Source: an optimization exercise on an open RTL-to-GDS flow (aim: small area). Production flows keep margins and buffers that such runs may drop. In this exercise RTL edits were held to simulation tests only and were not proved equivalent to the original. No driver is modelled on the clock port, so clock power and skew are understated where the tree is cut down; a real chip needs a root buffer or a tree. Power figures rest on the tool's default switching activity, not on a simulated workload.

==> flow/design.v <==
`timescale 1ns / 1ps
module robot(
input fpgaclk,rst,en,
input [2:0] echo,
output [2:0] trigger,led,
output wire [3:0] sig_out_R,sig_out_L
);
localparam [15:0] T_RESET = 16'h2512;    
localparam [15:0] T_JUMP  = 16'hb604;    
localparam [16:0] K_RESET = 17'h19196;   
localparam [16:0] K_TICK  = 17'h08049;   
reg [15:0] t;
reg trig;
wire t_jump = (t == T_JUMP);
always @(posedge fpgaclk or posedge rst)
    if (rst) t <= T_RESET;
    else     t <= {t[14:0], t[15] ^ t[2] ^ t_jump};
always @(posedge fpgaclk or posedge rst)
    if (rst) trig <= 1'b0;
    else     trig <= t_jump | (trig & ~(t[2] & t[6]));
assign trigger = {3{trig}};
reg [14:0] e0, e1, e2;
wire [14:0] m0, m1, m2;
genvar gi;
generate for (gi = 0; gi < 15; gi = gi + 1) begin : g_m
    if (gi == 0) begin : g0
        assign m0[0] = echo[0]; assign m1[0] = echo[1]; assign m2[0] = echo[2];
    end else begin : gn
        assign m0[gi] = m0[gi-1] & e0[gi-1];
        assign m1[gi] = m1[gi-1] & e1[gi-1];
        assign m2[gi] = m2[gi-1] & e2[gi-1];
    end
end endgenerate
wire eclr = trig | rst;
always @(posedge fpgaclk)
    begin
        e0 <= {15{~eclr}} & (e0 ^ m0);
        e1 <= {15{~eclr}} & (e1 ^ m1);
        e2 <= {15{~eclr}} & (e2 ^ m2);
    end
wire [2:0] obs = {e2 < 15'd550, e1 < 15'd550, e0 < 15'd550};
assign led = ~obs & {3{~rst}};
reg dirR, dirL;
always @(posedge fpgaclk) begin
    dirR <= ~obs[1] & (~obs[2] | obs[0]);
    dirL <= ~obs[1] & (~obs[0] | obs[2]);
end
reg [16:0] k;
wire tick = (k == K_TICK);
always @(posedge fpgaclk or posedge rst)
    if (rst) k <= K_RESET;
    else     k <= {k[15:0], k[16] ^ k[2] ^ tick};
reg on, on_p;                 
reg dR, dL;
reg [1:0] phR_p, phL_p;
wire [1:0] phR = on_p ? {phR_p[1] ^ phR_p[0] ^ ~dR, ~phR_p[0]} : 2'b00;
wire [1:0] phL = on_p ? {phL_p[1] ^ phL_p[0] ^ ~dL, ~phL_p[0]} : 2'b00;
always @(posedge fpgaclk or posedge rst)
    if (rst) begin
        on <= 1'b0; on_p <= 1'b0;
    end else if (tick) begin
        on <= en; on_p <= on;
    end
always @(posedge fpgaclk)
    if (tick) begin
        dR <= dirR; phR_p <= phR;
        dL <= dirL; phL_p <= phL;
    end
assign sig_out_R = {on_p &  phR_p[1] &  phR_p[0], on_p &  phR_p[1] & ~phR_p[0],
                    on_p & ~phR_p[1] &  phR_p[0], on_p & ~phR_p[1] & ~phR_p[0]};
assign sig_out_L = {on_p &  phL_p[1] &  phL_p[0], on_p &  phL_p[1] & ~phL_p[0],
                    on_p & ~phL_p[1] &  phL_p[0], on_p & ~phL_p[1] & ~phL_p[0]};
endmodule
clock: 10.0 ns
lec_check: 0
cap_margin: 0
core_margin: 2
core_utilization: 80
slew_margin: 0
buffer_ports_args: -buffer_cell sky130_fd_sc_hd__buf_1
cts_args: -sink_clustering_enable -repair_clock_nets -dont_use_dummy_load
post_cts_tcl: /design/flow/flow/merge_clk.tcl
clk_groups: 4
clk_leaf_cell: sky130_fd_sc_hd__buf_8
standard.sh (not shown) runs the stock make flow with config.mk's settings and CLKGATE_MAP_FILE= SYNTH_SCRIPT=/design/flow/synth_recipe.tcl, a recipe that flattens the netlist after the stock synthesis.
==> flow/flow/run.sh <==
#!/bin/bash
# Standard layout with these changes: port buffers use the smallest buffer
# (buf_1); CTS inserts no dummy loads; and after CTS, flow/merge_clk.tcl
# replaces the clock tree with 4 buf_8 leaf buffers fed from the clock port.
set -euo pipefail
cat >> config.mk <<EOC
export BUFFER_PORTS_ARGS = -buffer_cell sky130_fd_sc_hd__buf_1
export CTS_ARGS = -sink_clustering_enable -repair_clock_nets -dont_use_dummy_load
export POST_CTS_TCL = $PWD/flow/merge_clk.tcl
export CLK_GROUPS = 4
export CLK_LEAF_CELL = sky130_fd_sc_hd__buf_8
EOC
bash standard.sh finish > standard_flow.log 2>&1
Other scripts of this flow, unchanged in this note and not shown: flow/flow/merge_clk.tcl
The baseline went through all stages and came out clean.
Then changed:
--- a/flow/flow/run.sh
+++ b/flow/flow/run.sh
@@ -2,3 +2,6 @@
-# Standard layout with these changes: port buffers use the smallest buffer
-# (buf_1); CTS inserts no dummy loads; and after CTS, flow/merge_clk.tcl
-# replaces the clock tree with 4 buf_8 leaf buffers fed from the clock port.
+# Standard layout (standard.sh, with the standard flow's synthesis) with these changes:
+# - port buffers use the smallest buffer (buf_1);
+# - CTS inserts no dummy loads, and after CTS flow/merge_clk.tcl replaces the
+#   clock tree with 4 buf_8 leaf buffers fed from the clock port.
+# The make output goes to standard_flow.log; each ORFS step keeps its own log
+# under orfs/logs.
@@ -9,0 +13 @@
+export PRE_GLOBAL_PLACE_TCL = $PWD/flow/remove_bufs.tcl
==> flow/flow/remove_bufs.tcl (new file) <==
# PRE_GLOBAL_PLACE hook: with timing-driven placement off, global_place.tcl
# does not remove the buffers synthesis inserted; remove them here.
remove_buffers
CAP_MARGIN = 20   (was 0)
GPL_TIMING_DRIVEN = 0   (was default)
PRE_GLOBAL_PLACE_TCL = /design/flow/flow/remove_bufs.tcl   (was default)
SLEW_MARGIN = 20   (was 0)
Outcome: Maximum frequency increases by 1.7%; routed wire length increases by 14%; worst setup slack improves by 0.083 ns; cell area stays flat; synthesized area is unchanged; sequential cell count stays the same; clock skew barely changes; core utilization decreases by 0.19 points; die area stays the same; worst hold slack improves by 0.0074 ns.
Then changed:
==> flow/flow/run.sh (replaced) <==
#!/bin/bash
# Standard layout with these changes: port buffers use the smallest buffer
# (buf_1); CTS inserts no dummy loads; and after CTS, flow/merge_clk.tcl
# replaces the clock tree with 4 buf_8 leaf buffers fed from the clock port.
set -euo pipefail
cat >> config.mk <<EOC
export BUFFER_PORTS_ARGS = -buffer_cell sky130_fd_sc_hd__buf_1
export CTS_ARGS = -sink_clustering_enable -repair_clock_nets -dont_use_dummy_load
export POST_CTS_TCL = $PWD/flow/merge_clk.tcl
export CLK_GROUPS = 4
export CLK_LEAF_CELL = sky130_fd_sc_hd__buf_8
EOC
bash standard.sh finish > standard_flow.log 2>&1
GPL_TIMING_DRIVEN = default   (was 0)
PRE_GLOBAL_PLACE_TCL = default   (was /design/flow/flow/remove_bufs.tcl)
removed: flow/flow/remove_bufs.tcl
After rerunning: Sequential share of layout area drops by 0.13 points; setup slack gets worse by 0.083 ns; cell area is about the same; hold slack gets worse by 0.0074 ns; clock power is about the same; wire length drops by 12%; core utilization climbs by 0.19 points; final cell count climbs by about 0.6%; via count drops by about 4.3%.
Then changed:
GPL_TIMING_DRIVEN = 0   (was default)
Outcome:
- The changed run completed with no timing, DRC or antenna violations
- cell area rose by 0.64%
- sequential power stays flat
- combinational power came out higher by about 7%
- total power increases by 0.35%
- worst setup slack gets better by 0.092 ns
- routed wire length rose by 9.1%
No run of this note takes its clock network from TritonCTS; it comes from the design's own scripts or RTL.

## port drivers added, routing unchanged
Ports are ideal in the flow. The routed layouts listed here were re-timed in OpenROAD. Step 1 (the two cells are an assumption about what drives the block):
set clk [get_ports {fpgaclk}]
set_driving_cell -lib_cell sky130_fd_sc_hd__clkbuf_16 $clk
set_driving_cell -lib_cell sky130_fd_sc_hd__buf_2 [delete_from_list [all_inputs] $clk]
Step 2 moves the port delays by t, midway between the first and last clock arrival at a register: inputs arrive t later, outputs are due t later. That takes back most of the time a late clock gives input paths. a / b / c = no drivers / after step 1 / after step 2; a / b = the first two.
| run | t, ns | setup WS [ns] | slew at the worst register clock pin (ns) |
|---|---|---|---|
| the first run | 0.207 | 4.929 / 4.974 / 4.767 | 0.12 / 0.12 |
| the second run | 0.206 | 5.012 / 5.058 / 4.852 | 0.12 / 0.12 |
| the third run | 0.207 | 4.929 / 4.974 / 4.767 | 0.12 / 0.12 |
| the fourth run | 0.202 | 5.022 / 5.069 / 4.867 | 0.11 / 0.11 |
After both steps every run listed still meets setup and hold.
